Context: an optimization exercise on an open-source flow, tuned for small area, a short achievable clock period and few clock cycles. The choices shown serve that exercise and are no tape-out recipe. The RTL was checked by simulation tests, not by an equivalence proof against the original design. No activity file was given, so power comes from the tool's default toggle rates.

==> design.v <==
module Register(clk, reset, wrtEn, dataIn, dataOut);
	parameter BIT_WIDTH = 32;
	parameter INST_BIT_WIDTH				 = 32;
	parameter RESET_VALUE = 0;
	input clk, reset, wrtEn;
	input[BIT_WIDTH - 1: 0] dataIn;
	output[BIT_WIDTH - 1: 0] dataOut;
	reg[BIT_WIDTH - 1: 0] dataOut;
	always @(posedge clk) begin
		if (reset == 1'b1)
			dataOut <= RESET_VALUE;
		else if (wrtEn == 1'b1)
			dataOut <= dataIn;
	end
endmodule
module Mux2(s, d0, d1, out);
	parameter BIT_WIDTH = 32;
	input s;
	input [BIT_WIDTH - 1 : 0] d0, d1;
	output [BIT_WIDTH - 1 : 0] out;
	assign out = (s == 0) ? d0 : d1;
endmodule
module Mux4(s, d0, d1, d2, d3, out);
	parameter BIT_WIDTH = 32;
	input [1 : 0] s;
	input [BIT_WIDTH - 1 : 0] d0, d1, d2, d3;
	output [BIT_WIDTH - 1 : 0] out;
	assign out = (s == 0) ? d0 : (s == 1) ? d1 : (s == 2) ? d2 : d3;
endmodule
module PCIncrementer(a, c);
	parameter BIT_WIDTH = 32;
	input[BIT_WIDTH - 1 : 0] a;
	output[BIT_WIDTH - 1 : 0] c;
	assign c = a + {{(BIT_WIDTH - 3){1'b0}}, 3'b100};
endmodule
module SignExtension (dIn, dOut);
  parameter IN_BIT_WIDTH = 16;
  parameter OUT_BIT_WIDTH = 32;
  input [(IN_BIT_WIDTH-1):0]  dIn;
  output[(OUT_BIT_WIDTH-1):0] dOut;
  assign dOut = {{(OUT_BIT_WIDTH - IN_BIT_WIDTH){dIn[IN_BIT_WIDTH-1]}}, dIn};
endmodule
module ALU(aluop, a, b, c, cmdflag);
	parameter BIT_WIDTH = 32;
	input[4 : 0] aluop;
	input[BIT_WIDTH - 1 : 0] a;
	input[BIT_WIDTH - 1 : 0] b;
	output reg[BIT_WIDTH - 1 : 0] c;
	output reg cmdflag;
	wire[BIT_WIDTH - 1 : 0] out_one = {{(BIT_WIDTH - 1){1'b0}}, 1'b1};
	wire[BIT_WIDTH - 1 : 0] out_zero = {BIT_WIDTH{1'b0}};
	wire lt, gt, eq;
	SignedComparator #(BIT_WIDTH) sc1(a, b, lt, gt, eq);
	wire ltz, gtz, eqz;
	SignedComparator #(BIT_WIDTH) sc2(a, out_zero, ltz, gtz, eqz);
	always @(aluop or a or b) begin
		case (aluop)
			5'b0: begin
				c <= {BIT_WIDTH{1'b0}};
				cmdflag <= 1'b0;
			end
			5'b1: begin
				c <= a + b;
				cmdflag <= 1'b0;
			end
			5'b10: begin
				c <= a - b;
				cmdflag <= 1'b0;
			end
			5'b11: begin
				c <= a & b;
				cmdflag <= 1'b0;
			end
			5'b100: begin
				c <= a | b;
				cmdflag <= 1'b0;
			end
			5'b101: begin
				c <= a ^ b;
				cmdflag <= 1'b0;
			end
			5'b110: begin
				c <= ~(a & b);
				cmdflag <= 1'b0;
			end
			5'b111: begin
				c <= ~(a | b);
				cmdflag <= 1'b0;
			end
			5'b1000: begin
				c <= a ^~ b;
				cmdflag <= 1'b0;
			end
			5'b1001: begin
				c <= ((b & ((1 << ((BIT_WIDTH >> 1) + 1))) - 1) << (BIT_WIDTH >> 1));
				cmdflag <= 1'b0;
			end
			5'b1010: begin
				c <= out_zero;
				cmdflag <= 1'b0;
			end
			5'b1011: begin
				if (eq) begin
					c <= out_one;
					cmdflag <= 1'b1;
				end else begin
					c <= out_zero;
					cmdflag <= 1'b0;
				end
			end
			5'b1100: begin
				if (lt) begin
					c <= out_one;
					cmdflag <= 1'b1;
				end else begin
					c <= out_zero;
					cmdflag <= 1'b0;
				end
			end
			5'b1101: begin
				if (lt || eq) begin
					c <= out_one;
					cmdflag <= 1'b1;
				end else begin
					c <= out_zero;
					cmdflag <= 1'b0;
				end
			end
			5'b1110: begin
				c <= out_one;
				cmdflag <= 1'b1;
			end
			5'b1111: begin
				if (a != b) begin
					c <= out_one;
					cmdflag <= 1'b1;
				end else begin
					c <= out_zero;
					cmdflag <= 1'b0;
				end
			end
			5'b10000: begin
				if (gt || eq) begin
					c <= out_one;
					cmdflag <= 1'b1;
				end else begin
					c <= out_zero;
					cmdflag <= 1'b0;
				end
			end
			5'b10001: begin
				if (gt) begin
					c <= out_one;
					cmdflag <= 1'b1;
				end else begin
					c <= out_zero;
					cmdflag <= 1'b0;
				end
			end
			5'b10010: begin
				if (eqz) begin
					c <= out_one;
					cmdflag <= 1'b1;
				end else begin
					c <= out_zero;
					cmdflag <= 1'b0;
				end
			end
			5'b10011: begin
				if (ltz) begin
					c <= out_one;
					cmdflag <= 1'b1;
				end else begin
					c <= out_zero;
					cmdflag <= 1'b0;
				end
			end
			5'b10100: begin
				if (ltz || eqz) begin
					c <= out_one;
					cmdflag <= 1'b1;
				end else begin
					c <= out_zero;
					cmdflag <= 1'b0;
				end
			end
			5'b10101: begin
				if (!eqz) begin
					c <= out_one;
					cmdflag <= 1'b1;
				end else begin
					c <= out_zero;
					cmdflag <= 1'b0;
				end
			end
			5'b10110: begin
				if (gtz || eqz) begin
					c <= out_one;
					cmdflag <= 1'b1;
				end else begin
					c <= out_zero;
					cmdflag <= 1'b0;
				end
			end
			5'b10111: begin
				if (gtz) begin
					c <= out_one;
					cmdflag <= 1'b1;
				end else begin
					c <= out_zero;
					cmdflag <= 1'b0;
				end
			end
			default: begin
				c <= {BIT_WIDTH{1'bx}};
				cmdflag <= 1'b0;
			end
		endcase
	end
endmodule
module SignedComparator(a, b, lt, gt, eq);
	parameter BIT_WIDTH = 32;
	input[BIT_WIDTH - 1 : 0] a;
	input[BIT_WIDTH  - 1: 0] b;
	output lt;
	output gt;
	output eq;
	wire[BIT_WIDTH - 1 : 0] delta = a - b;
	wire diff = delta[BIT_WIDTH - 1];
	assign eq = (a == b) ? 1'b1 : 1'b0;
	assign lt = (!eq && diff == 1'b1) ? 1'b1 : 1'b0;
	assign gt = (!eq && diff == 1'b0) ? 1'b1 : 1'b0;
endmodule
module Controller(in, src_index1, src_index2, dst_index, imm, alu_op, alu_mux, dstdata_mux, reg_wrt_en, mem_wrt_en, nextpc_mux, cmd_flag, fn_exe_in, fn_exe_out, jump_sel);
	parameter INST_BIT_WIDTH = 32;
	input [INST_BIT_WIDTH - 1 : 0] in;
	input cmd_flag;
	output[3:0] src_index1, src_index2, dst_index;
	output alu_mux, dstdata_mux;
	output[1:0] nextpc_mux;
	output reg_wrt_en, mem_wrt_en;
	output [4:0] alu_op;
	output[15:0] imm;
	input[3:0] fn_exe_in;
	output[3:0] fn_exe_out;
	output jump_sel;
	wire [3:0] op;
	wire [3:0] fn;
	wire [8:0] x;
	wire [8:0] out;
	assign fn = in[31:28];
	assign src_index1 = (fn == 4'b0010) ? in[23:20] : in[19:16];
	assign src_index2 = (fn == 4'b0010) ? in[19:16] : (fn == 4'b0011) ? in [23:20] : in[15:12];
	assign dst_index = in[23:20];
	assign imm = in[15:0];
	assign x = {in[INST_BIT_WIDTH - 1 : 24]};
	assign alu_op = out[8:4];
	assign alu_mux = out[3];
	assign dstdata_mux = out[2];
	assign reg_wrt_en = out[1];
	assign mem_wrt_en = out[0];
	assign fn_exe_out = fn;
	assign jump_sel = (fn_exe_in == 4'b0110) ? 1 : 0;
	assign nextpc_mux =	(fn_exe_in == 4'b0110) ? 2 :
						(cmd_flag == 1 & fn_exe_in == 4'b0010) ? 1 : 0;
	assign out =	(x == 8'b11000111) ? 9'b000010010 :
					(x == 8'b11000110) ? 9'b000100010 :
					(x == 8'b11000000) ? 9'b000110010 :
					(x == 8'b11000001) ? 9'b001000010 :
					(x == 8'b11000010) ? 9'b001010010 :
					(x == 8'b11001000) ? 9'b001100010 :
					(x == 8'b11001001) ? 9'b001110010 :
					(x == 8'b11001010) ? 9'b010000010 :
					(x == 8'b01000111) ? 9'b000011010 :
					(x == 8'b01000110) ? 9'b000101010 :
					(x == 8'b01000000) ? 9'b000111010 :
					(x == 8'b01000001) ? 9'b001001010 :
					(x == 8'b01000010) ? 9'b001011010 :
					(x == 8'b01001000) ? 9'b001101010 :
					(x == 8'b01001001) ? 9'b001111010 :
					(x == 8'b01001010) ? 9'b010001010 :
					(x == 8'b01001111) ? 9'b010011010 :
					(x == 8'b01110000) ? 9'b000011110 :
					(x == 8'b00110000) ? 9'b000011001 :
					(x == 8'b11010011) ? 9'b010100010 :
					(x == 8'b11010110) ? 9'b010110010 :
					(x == 8'b11011001) ? 9'b011000010 :
					(x == 8'b11011100) ? 9'b011010010 :
					(x == 8'b11010000) ? 9'b011100010 :
					(x == 8'b11010101) ? 9'b011110010 :
					(x == 8'b11011010) ? 9'b100000010 :
					(x == 8'b11011111) ? 9'b100010010 :
					(x == 8'b01010011) ? 9'b010101010 :
					(x == 8'b01010110) ? 9'b010111010 :
					(x == 8'b01011001) ? 9'b011001010 :
					(x == 8'b01011100) ? 9'b011011010 :
					(x == 8'b01010000) ? 9'b011101010 :
					(x == 8'b01010101) ? 9'b011111010 :
					(x == 8'b01011010) ? 9'b100001010 :
					(x == 8'b01011111) ? 9'b100011010 :
					(x == 8'b00100011) ? 9'b010100000 :
					(x == 8'b00100110) ? 9'b010110000 :
					(x == 8'b00101001) ? 9'b011000000 :
					(x == 8'b00101100) ? 9'b011010000 :
					(x == 8'b00100010) ? 9'b100100000 :
					(x == 8'b00101101) ? 9'b100110000 :
					(x == 8'b00101000) ? 9'b101000000 :
					(x == 8'b00100000) ? 9'b011100000 :
					(x == 8'b00100101) ? 9'b011110000 :
					(x == 8'b00101010) ? 9'b100000000 :
					(x == 8'b00101011) ? 9'b100010000 :
					(x == 8'b00100001) ? 9'b101010000 :
					(x == 8'b00101110) ? 9'b101100000 :
					(x == 8'b00101111) ? 9'b101110000 :
					(x == 8'b01100000) ? 9'b000011010 :
					(x == 8'b11000111) ? 9'b000010010 :
					(x == 8'b11000110) ? 9'b000100010 :
					(x == 8'b11000000) ? 9'b000110010 :
					(x == 8'b11000001) ? 9'b001000010 :
					(x == 8'b11000010) ? 9'b001010010 :
					(x == 8'b11001000) ? 9'b001100010 :
					(x == 8'b11001001) ? 9'b001110010 :
					(x == 8'b11001010) ? 9'b010000010 :
					(x == 8'b01000111) ? 9'b000011010 :
					(x == 8'b01000110) ? 9'b000101010 :
					(x == 8'b01000000) ? 9'b000111010 :
					(x == 8'b01000001) ? 9'b001001010 :
					(x == 8'b01000010) ? 9'b001011010 :
					(x == 8'b01001000) ? 9'b001101010 :
					(x == 8'b01001001) ? 9'b001111010 :
					(x == 8'b01001010) ? 9'b010001010 :
					(x == 8'b01001111) ? 9'b010011010 :
					(x == 8'b01110000) ? 9'b000011110 :
					(x == 8'b00110000) ? 9'b000011001 :
					(x == 8'b11010011) ? 9'b010100010 :
					(x == 8'b11010110) ? 9'b010110010 :
					(x == 8'b11011001) ? 9'b011000010 :
					(x == 8'b11011100) ? 9'b011010010 :
					(x == 8'b11010000) ? 9'b011100010 :
					(x == 8'b11010101) ? 9'b011110010 :
					(x == 8'b11011010) ? 9'b100000010 :
					(x == 8'b11011111) ? 9'b100010010 :
					(x == 8'b01010011) ? 9'b010101010 :
					(x == 8'b01010110) ? 9'b010111010 :
					(x == 8'b01011001) ? 9'b011001010 :
					(x == 8'b01011100) ? 9'b011011010 :
					(x == 8'b01010000) ? 9'b011101010 :
					(x == 8'b01010101) ? 9'b011111010 :
					(x == 8'b01011010) ? 9'b100001010 :
					(x == 8'b01011111) ? 9'b100011010 :
					(x == 8'b00100011) ? 9'b010100000 :
					(x == 8'b00100110) ? 9'b010110000 :
					(x == 8'b00101001) ? 9'b011000000 :
					(x == 8'b00101100) ? 9'b011010000 :
					(x == 8'b00100010) ? 9'b100100000 :
					(x == 8'b00101101) ? 9'b100110000 :
					(x == 8'b00101000) ? 9'b101000000 :
					(x == 8'b00100000) ? 9'b011100000 :
					(x == 8'b00100101) ? 9'b011110000 :
					(x == 8'b00101010) ? 9'b100000000 :
					(x == 8'b00101011) ? 9'b100010000 :
					(x == 8'b00100001) ? 9'b101010000 :
					(x == 8'b00101110) ? 9'b101100000 :
					(x == 8'b00101111) ? 9'b101110000 :
					(x == 8'b01100000) ? 9'b000011010 :
					{13{x}};
endmodule
module HazardControl(src1, src2, cmd_flag, dst_exe, wrt_en_exe, dst_data_mux_exe, dst_mem, wrt_en_mem, src1_sel, src2_sel,
    if_dec_reset, dec_exe_reset, if_dec_en, dec_exe_en, pc_wrt_en, dst_wb, wrt_en_wb, fn_exe_in);
    parameter BIT_WIDTH = 32;
    parameter REG_INDEX_BIT_WIDTH = 4;
    input [REG_INDEX_BIT_WIDTH - 1 : 0] src1, src2, dst_exe, dst_mem, dst_wb;
    input wrt_en_exe, wrt_en_mem, wrt_en_wb, cmd_flag;
    input dst_data_mux_exe;
    input [3:0] fn_exe_in;
    output reg[1 : 0] src1_sel, src2_sel;
    output reg if_dec_reset, if_dec_en, dec_exe_en, pc_wrt_en, dec_exe_reset;
    always @ (*) begin
        if (src1 == dst_exe & dst_data_mux_exe == 0 & wrt_en_exe == 1) begin
            src1_sel <= 1;
        end else if (src1 == dst_mem & wrt_en_mem == 1) begin
            src1_sel <= 2;
        end else if (src1 == dst_wb & wrt_en_wb == 1) begin
            src1_sel <= 3;
        end else begin
            src1_sel <= 0;
        end
        if (src2 == dst_exe & dst_data_mux_exe == 0 & wrt_en_exe == 1) begin
            src2_sel <= 1;
        end else if (src2 == dst_mem & wrt_en_mem == 1) begin
            src2_sel <= 2;
        end else if (src2 == dst_wb & wrt_en_wb == 1) begin
            src2_sel <= 3;
        end else begin
            src2_sel <= 0;
        end
        if ((src1 == dst_exe | src2 == dst_exe) & dst_data_mux_exe == 1 & wrt_en_exe == 1) begin
            if_dec_en <= 0;
            dec_exe_en <= 0;
            pc_wrt_en <= 0;
            if_dec_reset <= 0;
            dec_exe_reset <= 1;
        end else if ((cmd_flag == 1 & fn_exe_in == 4'b0010 ) | fn_exe_in == 4'b0110) begin
            dec_exe_en <= 1;
            if_dec_en <= 0;
            if_dec_reset <= 1;
            pc_wrt_en <= 1;
            dec_exe_reset <= 1;
        end else begin
            dec_exe_en <= 1;
            if_dec_en <= 1;
            if_dec_reset <= 0;
            pc_wrt_en <= 1;
            dec_exe_reset <= 0;
        end
    end
endmodule
module RegFile(clk, rst, src1, src2, dst, dst_data, src1_data, src2_data, wrt_en);
	parameter BIT_WIDTH = 32;
	input clk, rst;
	input [3:0] src1, src2, dst;
	input [BIT_WIDTH - 1 : 0] dst_data;
	input	wrt_en;
	output [BIT_WIDTH - 1 : 0] src1_data, src2_data;
	reg [BIT_WIDTH - 1 : 0]	file [0:15];
	assign src1_data = file[src1];
	assign src2_data = file[src2];
	integer i;
	always @ (posedge clk) begin
		if (rst) begin
			for (i = 0; i < 16; i = i + 1) begin
				file[i] <= 0;
			end
		end else if (wrt_en == 1'b1) begin
			file[dst] <= dst_data;
		end
	end
endmodule
module IF_DEC_Buffer(clk, reset, en, pc_in, pc_out, inst_in, inst_out);
	parameter BIT_WIDTH = 32;
	parameter INST_BIT_WIDTH				 = 32;
	input clk, reset, en;
	input[BIT_WIDTH-1 : 0] pc_in;
	input[INST_BIT_WIDTH-1 : 0] inst_in;
	output[BIT_WIDTH-1 : 0] pc_out;
	output[INST_BIT_WIDTH-1 : 0] inst_out;
	Register #(.BIT_WIDTH(BIT_WIDTH)) pc_reg(clk, reset, en, pc_in, pc_out);
	Register #(.BIT_WIDTH(INST_BIT_WIDTH)) inst_reg(clk, reset, en, inst_in, inst_out);
endmodule
module DEC_EXE_Buffer(clk, reset, en, pc_in, pc_out, src1_in, src1_out, src2_in,
	src2_out, imm_in, imm_out, alu_op_in, alu_op_out, alu_mux_in, alu_mux_out, dst_mux_in, 
	dst_mux_out, dst_ind_in, dst_ind_out, mem_wrt_en_in, mem_wrt_en_out, reg_file_wrt_en_in,
	reg_file_wrt_en_out, fn_exe_in, fn_exe_out);
	parameter BIT_WIDTH = 32;
	parameter REG_INDEX_BIT_WIDTH 		 = 4;
	input clk, reset, en, mem_wrt_en_in, reg_file_wrt_en_in;
	input[BIT_WIDTH-1 : 0] pc_in, imm_in;
	input[BIT_WIDTH-1 : 0] src1_in, src2_in;
	input[REG_INDEX_BIT_WIDTH-1: 0] dst_ind_in;
	input alu_mux_in;
	input[4:0] alu_op_in;
	input[3:0] fn_exe_in;
	input dst_mux_in;
	output mem_wrt_en_out, reg_file_wrt_en_out;
	output[BIT_WIDTH-1 : 0] pc_out, imm_out;
	output[BIT_WIDTH-1 : 0] src1_out, src2_out;
	output[REG_INDEX_BIT_WIDTH-1: 0] dst_ind_out;
	output alu_mux_out;
	output[4:0] alu_op_out;
	output[3:0] fn_exe_out;
	output dst_mux_out;
	Register #(.BIT_WIDTH(1)) mem_en_reg(clk, reset, en, mem_wrt_en_in, mem_wrt_en_out);
	Register #(.BIT_WIDTH(1)) reg_file_en_reg(clk, reset, en,
		reg_file_wrt_en_in, reg_file_wrt_en_out);
	Register #(.BIT_WIDTH(1)) alu_mux_reg(clk, reset, en, alu_mux_in, alu_mux_out);
	Register #(.BIT_WIDTH(BIT_WIDTH)) pc_reg(clk, reset, en, pc_in, pc_out);
	Register #(.BIT_WIDTH(5)) alu_op_reg(clk, reset, en, alu_op_in, alu_op_out);
	Register #(.BIT_WIDTH(BIT_WIDTH)) src1_reg(clk,
		reset, en, src1_in, src1_out);
	Register #(.BIT_WIDTH(BIT_WIDTH)) src2_reg(clk,
		reset, en, src2_in, src2_out);
	Register #(.BIT_WIDTH(BIT_WIDTH)) imm_reg(clk,
		reset, en, imm_in, imm_out);
	Register #(.BIT_WIDTH(REG_INDEX_BIT_WIDTH)) dst_reg(clk,
		reset, en, dst_ind_in, dst_ind_out);
	Register #(.BIT_WIDTH(1)) dst_mux_reg(clk, reset, en, dst_mux_in, dst_mux_out);
	Register #(.BIT_WIDTH(4)) fn_exe_reg(clk, reset, en, fn_exe_in, fn_exe_out);
endmodule
module EXE_MEM_Buffer(clk, reset, en, src1_in, src1_out, alu_res_in, alu_res_out, dst_ind_in,
	dst_ind_out, dst_mux_in, dst_mux_out, mem_wrt_en_in, mem_wrt_en_out, reg_file_wrt_en_in, reg_file_wrt_en_out, src2_in, src2_out);
	parameter BIT_WIDTH = 32;
	parameter REG_INDEX_BIT_WIDTH 		 = 4;
	input clk, reset, en, mem_wrt_en_in, reg_file_wrt_en_in;
	input[REG_INDEX_BIT_WIDTH-1 : 0] dst_ind_in;
	input[BIT_WIDTH-1 : 0] alu_res_in, src1_in, src2_in;
	input dst_mux_in;
	output mem_wrt_en_out, reg_file_wrt_en_out;
	output[REG_INDEX_BIT_WIDTH-1 : 0] dst_ind_out;
	output[BIT_WIDTH-1 : 0] alu_res_out, src1_out, src2_out;
	output dst_mux_out;
	Register #(.BIT_WIDTH(1)) mem_en_reg(clk, reset, en, mem_wrt_en_in, mem_wrt_en_out);
	Register #(.BIT_WIDTH(1)) reg_file_en_reg(clk, reset, en,
		reg_file_wrt_en_in, reg_file_wrt_en_out);
	Register #(.BIT_WIDTH(BIT_WIDTH)) alu_res_reg(clk, reset, en, alu_res_in,
		alu_res_out);
	Register #(.BIT_WIDTH(BIT_WIDTH)) src1_reg(clk,
		reset, en, src1_in, src1_out);
	Register #(.BIT_WIDTH(BIT_WIDTH)) src2_reg(clk,
		reset, en, src2_in, src2_out);
	Register #(.BIT_WIDTH(REG_INDEX_BIT_WIDTH)) dst_reg(clk,
		reset, en, dst_ind_in, dst_ind_out);
	Register #(.BIT_WIDTH(1)) dst_mux_reg(clk, reset, en, dst_mux_in, dst_mux_out);
endmodule
module MEM_WB_Buffer(clk, reset, en, reg_file_wrt_en_in, reg_file_wrt_en_out, dst_ind_in,
	dst_ind_out, end_res_in, end_res_out);
    parameter BIT_WIDTH = 32;
    parameter REG_INDEX_BIT_WIDTH        = 4;
    input clk, reset, en, reg_file_wrt_en_in;
    input[REG_INDEX_BIT_WIDTH-1 : 0] dst_ind_in;
    input[BIT_WIDTH-1 : 0] end_res_in;
    output reg_file_wrt_en_out;
    output[REG_INDEX_BIT_WIDTH-1 : 0] dst_ind_out;
    output[BIT_WIDTH-1 : 0] end_res_out;
    Register #(.BIT_WIDTH(1)) reg_file_en_reg(clk, reset, en,
        reg_file_wrt_en_in, reg_file_wrt_en_out);
    Register #(.BIT_WIDTH(REG_INDEX_BIT_WIDTH)) dst_reg(clk,
        reset, en, dst_ind_in, dst_ind_out);
    Register #(.BIT_WIDTH(BIT_WIDTH)) end_res(clk,
        reset, en, end_res_in, end_res_out);
endmodule
module PipelinedCPU(clk, reset, imem_addr, imem_data, dmem_addr, dmem_wdata, dmem_we, dmem_rdata);
	input  clk;
	input  reset;
	output [31:0] imem_addr;
	input  [31:0] imem_data;
	output [31:0] dmem_addr;
	output [31:0] dmem_wdata;
	output dmem_we;
	input  [31:0] dmem_rdata;
	parameter DBITS                        = 32;
	parameter INST_SIZE                    = 32'd4;
	parameter INST_BIT_WIDTH               = 32;
	parameter START_PC                     = 32'h40;
	parameter REG_INDEX_BIT_WIDTH          = 4;
	parameter ADDR_KEY                     = 32'hF0000010;
	parameter ADDR_SW                      = 32'hF0000014;
	parameter ADDR_HEX                     = 32'hF0000000;
	parameter ADDR_LEDR                    = 32'hF0000004;
	parameter IMEM_INIT_FILE               = "Sorter2.mif";
	parameter IMEM_ADDR_BIT_WIDTH          = 11;
	parameter IMEM_DATA_BIT_WIDTH          = INST_BIT_WIDTH;
	parameter IMEM_PC_BITS_HI              = IMEM_ADDR_BIT_WIDTH + 2;
	parameter IMEM_PC_BITS_LO              = 2;
	parameter DMEMADDRBITS                 = 13;
	parameter DMEMWORDBITS                 = 2;
	parameter DMEMTOTALBITS                = 32;
	parameter DMEMWORDS                    = 2048;
	parameter OP1_ALUR                     = 4'b0000;
	parameter OP1_ALUI                     = 4'b1000;
	parameter OP1_CMPR                     = 4'b0010;
	parameter OP1_CMPI                     = 4'b1010;
	parameter OP1_BCOND                    = 4'b0110;
	parameter OP1_SW                       = 4'b0101;
	parameter OP1_LW                       = 4'b1001;
	parameter OP1_JAL                      = 4'b1011;
	wire ifDecEn, decExeEn, exeMemEn, memWbEn;
	wire[DBITS - 1: 0] pcOutPlusOne;
	wire[DBITS - 1: 0] pcBranchIn;
	wire[DBITS - 1: 0] pcBufOut1;
	wire pcWrtEn;
	wire[DBITS - 1: 0] pcIn;
	wire[DBITS - 1: 0] pcOut;
	wire[IMEM_DATA_BIT_WIDTH - 1: 0] instOut;
	wire[IMEM_DATA_BIT_WIDTH - 1: 0] instBufOut;
	wire[15:0] imm;
	wire[DBITS-1: 0] imm_ext;
	wire alu_mux, dstdata_mux;
	wire[1:0] next_pc_mux;
	wire reg_wrt_en, mem_wrt_en;
	wire[REG_INDEX_BIT_WIDTH - 1: 0] src_index1, src_index2, dst_index;
	wire[4:0] alu_op;
	wire[DBITS - 1 : 0] src1_data, src2_data;
	wire[DBITS - 1 : 0] src1_forward, src2_forward;
	wire[DBITS - 1 : 0] pcBufOut2, src1_buf_out, src2_buf_out, imm_buf_out;
	wire reg_wrt_en_1;
	wire mem_wrt_en_1;
	wire[REG_INDEX_BIT_WIDTH - 1: 0] dst_index_1;
	wire[4:0] alu_op_buf_out;
	wire alu_mux_buf_out, dstdata_mux_1;
	wire[DBITS - 1 : 0] alu_b;
	wire[DBITS - 1 : 0] alu_out;
	wire[DBITS - 1 : 0] alu_res_in;
	wire cmd_flag;
	wire[DBITS - 1 : 0] alu_res_out, src1_buf_out_1, src2_buf_out_1;
	wire reg_wrt_en_2;
	wire mem_wrt_en_2;
	wire[REG_INDEX_BIT_WIDTH - 1: 0] dst_index_2;
	wire dstdata_mux_2;
	wire[DBITS - 1 : 0] mem_out;
	wire[DBITS - 1 : 0] end_res_in;
	wire[DBITS - 1 : 0] end_res_out; 
	wire reg_wrt_en_3;
	wire[REG_INDEX_BIT_WIDTH - 1: 0] dst_index_3;
	wire ifDecReset, decExeReset;
	wire isStalled = 1'b0;
	wire [1:0] src1_sel, src2_sel;
	wire[9:0] led_wire;
	wire[15:0] hex_wire;
	wire[3:0] fn_exe_out, fn_exe_in;
	wire jump_sel;
	assign exeMemEn = 1;
	assign memWbEn = 1;
	HazardControl #(.BIT_WIDTH(DBITS), .REG_INDEX_BIT_WIDTH(REG_INDEX_BIT_WIDTH)) hazardControl(src_index1, src_index2, cmd_flag,
		dst_index_1, reg_wrt_en_1, dstdata_mux_1, dst_index_2, reg_wrt_en_2, src1_sel, src2_sel,
		ifDecReset, decExeReset, ifDecEn, decExeEn, pcWrtEn, dst_index_3, reg_wrt_en_3, fn_exe_in);
	PCIncrementer #(.BIT_WIDTH(DBITS)) pcPlusOneAdder (pcOut, pcOutPlusOne);
	Mux4 #(.BIT_WIDTH(DBITS)) pcInMux (next_pc_mux, pcOutPlusOne, imm_buf_out * 4 + pcBufOut2, imm_buf_out * 4 + src1_buf_out, 0, pcIn);
	Register #(.BIT_WIDTH(DBITS), .RESET_VALUE(START_PC)) pc (clk, reset, pcWrtEn, pcIn, pcOut);
	assign imem_addr = pcOut;
	assign instOut = imem_data;
	IF_DEC_Buffer if_dec_buf(clk, ifDecReset | reset, ifDecEn, pcOutPlusOne, pcBufOut1, instOut, instBufOut);
	Controller #(.INST_BIT_WIDTH(DBITS)) control(instBufOut, src_index1, src_index2, dst_index, imm,
	  alu_op, alu_mux, dstdata_mux, reg_wrt_en, mem_wrt_en, next_pc_mux, cmd_flag, fn_exe_in, fn_exe_out, jump_sel);
	Mux4 #(.BIT_WIDTH(DBITS)) src1_mux(src1_sel, src1_data, alu_res_in, end_res_in, end_res_out, src1_forward);
	Mux4 #(.BIT_WIDTH(DBITS)) src2_mux(src2_sel, src2_data, alu_res_in, end_res_in, end_res_out, src2_forward);
	RegFile #(.BIT_WIDTH(DBITS)) regfile(clk, reset, src_index1, src_index2, dst_index_3, end_res_out, src1_data, src2_data, reg_wrt_en_3);
	DEC_EXE_Buffer dec_exe_buf(clk, decExeReset | reset, decExeEn, pcBufOut1, pcBufOut2, src1_forward, src1_buf_out, src2_forward, 
	  src2_buf_out, imm_ext, imm_buf_out, alu_op, alu_op_buf_out, alu_mux, alu_mux_buf_out, dstdata_mux, dstdata_mux_1,
	  dst_index, dst_index_1, mem_wrt_en, mem_wrt_en_1, reg_wrt_en, reg_wrt_en_1, fn_exe_out, fn_exe_in);
	Mux2 #(.BIT_WIDTH(DBITS)) aluSrc2Mux (alu_mux_buf_out, src2_buf_out, imm_buf_out, alu_b);
	SignExtension #(16, DBITS) sign_ext(imm, imm_ext);
	ALU #(.BIT_WIDTH(DBITS)) alu(alu_op_buf_out, src1_buf_out, alu_b, alu_out, cmd_flag);
	Mux2 #(.BIT_WIDTH(DBITS)) aluOut2Mux (jump_sel, alu_out, pcBufOut2, alu_res_in);
	EXE_MEM_Buffer exe_mem_buf(clk, reset, exeMemEn, src1_buf_out, src1_buf_out_1, alu_res_in, alu_res_out, dst_index_1, 
	  dst_index_2, dstdata_mux_1, dstdata_mux_2, mem_wrt_en_1, mem_wrt_en_2, reg_wrt_en_1, reg_wrt_en_2, src2_buf_out, src2_buf_out_1);
	assign dmem_addr = alu_res_out;
	assign dmem_wdata = src2_buf_out_1;
	assign dmem_we = mem_wrt_en_2;
	assign mem_out = dmem_rdata;
	Mux2 #(.BIT_WIDTH(DBITS)) registerDestMux (dstdata_mux_2, alu_res_out, mem_out, end_res_in);
	MEM_WB_Buffer mem_wb_buf(clk, reset, memWbEn, reg_wrt_en_2, reg_wrt_en_3, dst_index_2,
	  dst_index_3, end_res_in, end_res_out);
endmodule
==> run.sh <==
#!/bin/bash
# synth_recipe.tcl (not shown) runs the flow's synth.tcl, then flattens the netlist and writes it again
# the make line also repeats each setting of config.mk as NAME=value (left out here)
make -C /OpenROAD-flow-scripts/flow DESIGN_CONFIG=/design/flow/config.mk WORK_HOME=/design/flow/orfs CLKGATE_MAP_FILE= SYNTH_SCRIPT=/design/flow/synth_recipe.tcl finish
==> config.mk <==
export PLATFORM = sky130hd
export DESIGN_NAME = PipelinedCPU
export DESIGN_NICKNAME = PipelinedCPU
export VERILOG_FILES = /design/flow/design.v
export SDC_FILE = /design/flow/constraint.sdc
export NUM_CORES = 4
export LEC_CHECK = 0
export CAP_MARGIN = 20
export CORE_MARGIN = 2
export CORE_UTILIZATION = 40
export SLEW_MARGIN = 20
==> constraint.sdc <==
create_clock -name core_clock -period 8.0 [get_ports {clk}]
set_input_delay 1.6000 -clock core_clock [delete_from_list [all_inputs] [get_ports {clk}]]
set_output_delay 1.6000 -clock core_clock [all_outputs]
set_load 0.01 [all_outputs]
==> flow_summary.json <==
{
  "grt_first_pass_wirelength_um": 277000,
  "die_w_um": 358,
  "worst_slew_pin_slew_ps": 1220,
  "fillers": 11400,
  "avgSynthCellArea_um2": 10.4,
  "criticalPathCategory": "register to register",
  "fin_ws_ps": 1980,
  "setup_viol": 0,
  "fin_crit_ps": 6020,
  "fin_area_mm2": 0.0567,
  "synth_cell_types": 92,
  "rows": 129,
  "ant_nets": 0,
  "cts_inserted_buffers": 93,
  "ys_dominant_reg_cell": "edfxtp_1",
  "ys_seq_area_share_pct": 44.0,
  "drtIter0Drc": 4940,
  "reg2reg_slack_ps": 1980,
  "syn_area_mm2": 0.0501,
  "finClkSkew_ps": 56.2,
  "max_freq_ghz": 0.166,
  "regArea_mm2": 0.0220,
  "port_buffers": 162,
  "cts_hold_buf": 0,
  "rsz0062_at_grt": "no",
  "layout.cells.non_filler": 6504,
  "total_leakage_power_uw": 0.0212,
  "ctsResizeCount": 0,
  "root_buffer": "clkbuf_16",
  "place_ws_ps": 2130,
  "async_reset_ff_share_pct": 0,
  "grt_pass1_vias": 38800,
  "postSynthCellCount": 4817,
  "overflow": 0,
  "multi_input_area_mm2": 0.0263,
  "die_h_um": 358,
  "status": "complete, no violations",
  "max-vdd-ir-drop_v": 0.000170,
  "die_area_mm2": 0.128,
  "cts_max_level": 3,
  "drive_gt1_share_pct": 12.7,
  "placed_area_mm2": 0.0535,
  "syn_nets": 5041,
  "fin_nets": 5017,
  "clock_sinks": 845,
  "path_clk_slew_ps": 60,
  "grt_max_degree": 100,
  "synth_edf_count": 512,
  "worst_skew_pair.late_latency_ps": 730,
  "path_max_fanout": 32,
  "syn2layout_area_growth_pct": 13.0,
  "drc": 0,
  "vias": 40400,
  "ys_ff_latch": 845,
  "postCtsSetupBuffers": 0,
  "max_slew_margin_pct": 16.3,
  "required_ps": 8610,
  "post-route-period-util_pct": 75.3,
  "avgRoutedWirePerCell_um": 29.8,
  "hp-class": "register to register",
  "finalSetupTns_ps": 0,
  "core_mm2": 0.124,
  "drt-pass1-iter-count": 6,
  "viasPerCell": 6.21,
  "wl_um": 194000,
  "report.final.slew_viol_count": 0,
  "dp.cells": 6334,
  "antenna_found_initial": 9,
  "initial_utilization_pct": 40.4,
  "cap_violations": 0,
  "cp-end-kind": "register",
  "place_congestion": 1.11,
  "critPathArrivalTime_ps": 6630,
  "pin_count": 163,
  "post-dp-hpwl_um": 129000,
  "startpoint_type": "register",
  "grtUsageTotal_pct": 29.7,
  "clk_path_buf_depth": 3,
  "hold_viol_final": 0,
  "pwr_density_cell_mw_per_mm2": 219,
  "yosys_warnings": 8,
  "cts_tree": "yes"
}
cell usage in the layout, fill, tap and decap left out, types with 41 or more instances in the layout:
master	netlist	routed
clkbuf_16	0	95
mux4_2	256	256
o21ai_0	160	148
nor2_1	307	295
clkdlybuf4s50_1	0	161
edfxtp_1	512	512
nand2_1	345	345
xnor2_1	86	86
nor2b_1	70	70
a21oi_1	346	346
mux2i_1	110	102
ha_1	154	154
a211oi_1	124	124
dfxtp_1	333	332
and2_1	584	583
nand3_1	168	166
a31oi_1	53	53
nor3_1	57	52
xor2_1	41	41
nand2b_1	42	42
buf_4	11	104
inv_1	147	146
final timing paths:
path / from / to / cells after the start
hold reg to reg: if_dec_buf.pc_reg.dataOut[7] / if_dec_buf.pc_reg.dataOut[7] / 2
hold / removal: if_dec_buf.pc_reg.dataOut[7] / if_dec_buf.pc_reg.dataOut[7] / 2
setup reg to reg: dec_exe_buf.alu_mux_reg.dataOut / pc.dataOut[7] / 14
setup / recovery: dec_exe_buf.alu_mux_reg.dataOut / pc.dataOut[7] / 14
state kept, by name, indices dropped and copies added (netlist names), 4 cells and up:
register                         flops
regfile.file                       512
dec_exe_buf.pc_reg.dataOut          32
dec_exe_buf.src1_reg.dataOut        32
dec_exe_buf.src2_reg.dataOut        32
exe_mem_buf.alu_res_reg.dataOut     32
exe_mem_buf.src2_reg.dataOut        32
if_dec_buf.inst_reg.dataOut         32
if_dec_buf.pc_reg.dataOut           32
mem_wb_buf.end_res.dataOut          32
pc.dataOut                          32
dec_exe_buf.imm_reg.dataOut         16
dec_exe_buf.alu_op_reg.dataOut       5
dec_exe_buf.dst_reg.dataOut          4
dec_exe_buf.fn_exe_reg.dataOut       4
exe_mem_buf.dst_reg.dataOut          4
mem_wb_buf.dst_reg.dataOut           4
critical path: stages (launching register included):
cell	delay, ps
dfxtp_1	340
buf_4	360
mux2i_1	400
ha_1	470
nor3_1	540
nand3_1	190
a311o_1	430
a211o_1	310
a21oi_1	480
nor3_1	160
or3_1	680
nor2_4	740
buf_4	440
a221oi_1	140
o21ai_0	170
cells in the mapped netlist, drive strengths merged (14+ instances only):
library cell / instances / share of area (%)
a2111oi: 16 / 0.32
a211oi: 124 / 1.9
a21o: 29 / 0.43
a21oi: 346 / 3.5
a221oi: 27 / 0.47
a311oi: 16 / 0.28
a31oi: 53 / 0.66
and2: 584 / 7.3
and3: 29 / 0.37
buf: 84 / 0.84
clkbuf: 309 / 2.3
dfxtp: 333 / 13
edfxtp: 512 / 31
ha: 154 / 3.8
inv: 147 / 1.1
mux2: 25 / 0.56
mux2i: 110 / 2.2
mux4: 256 / 11
nand2: 345 / 2.6
nand2b: 42 / 0.52
nand3: 168 / 1.7
nand4: 19 / 0.24
nor2: 308 / 2.3
nor2b: 70 / 0.87
nor3: 59 / 0.62
nor4: 33 / 0.44
o211ai: 31 / 0.46
o21a: 29 / 0.43
o21ai: 165 / 1.7
o21bai: 18 / 0.27
o22ai: 21 / 0.26
o32ai: 14 / 0.24
or3: 19 / 0.25
xnor2: 86 / 1.5
xor2: 41 / 0.72
metal layers:
metal  track usage [%]  part of all wire [%]  vias up
li1                  -                     -    17600
met1              38.0                    38    20000
met2              46.7                    45     2269
met3              6.41                   9.9      526
met4              17.1                   6.6       10
met5                 0                 0.059        -
area by class of cell:
class / instances / share of cell area (%)
multi-input cells: 3431 / 46.4
flip-flops and latches: 845 / 38.9
clock buffers: 132 / 4.71
repair buffers: 274 / 4.54
well taps: 1637 / 3.61
inverters: 148 / 0.980
clock inverters: 36 / 0.826
diodes: 1 / 0.00442
stage by stage:
step | total power [µW] | hold WS [ps] | utilization (%)
after floorplan | 6810 | 408 | -
after global placement | 7960 | 434 | 43.1
after detailed placement | 7960 | 439 | 43.1
after CTS | 12400 | 450 | 45.6
after global routing | 12800 | 462 | 45.7
final | 12400 | 446 | 45.7
report_power, final:
part           switching, µW  internal [µW]  total (µW)
Combinational           1760           1050        2810
Clock                   1920           2540        4460
Sequential               328           4840        5170
Total                   4010           8420       12400
logic make-up (layout without fill, tap and decap cells):
family | after synthesis | count (layout) | share of synthesized area [%]
flops | 845 | 845 | 44.0
xor+xnor | 127 | 127 | 2.22
buf+inv | 541 | 590 | 4.27
mux | 391 | 391 | 14.3
simple gates | 1714 | 1714 | 17.8
fa+ha+maj | 158 | 158 | 4.00
other cells | 0 | 1 | 0
compound gates | 1041 | 1041 | 13.5
Testbench counts, summed over its fixed seeds: cycles 43,327.

==> afterwards: timing with drivers on the ports <==
No port has a modelled driver above. Below, the same layout with a new extraction and two added sets of constraints.
Step 1 (the two cells are an assumption about what drives the block):
set clk [get_ports {clk}]
set_driving_cell -lib_cell sky130_fd_sc_hd__clkbuf_16 $clk
set_driving_cell -lib_cell sky130_fd_sc_hd__buf_2 [delete_from_list [all_inputs] $clk]
Step 2 times the ports against the registers' clock, not the clock port: input delays grow and output delays shrink by t, the midpoint of the rising clock arrivals with the driver on.
a / b / c = ideal ports / drivers / drivers and shift; a / b = the first two.
t (ns): 0.790
setup WS [ns]: 1.979 / 1.979 / 1.979
worst slew at a driven data input, ns: 0.09
After both steps this run still meets setup and hold. The setup slack of this run moves by 0.000 ns with the drivers and by 0.000 ns with both steps.
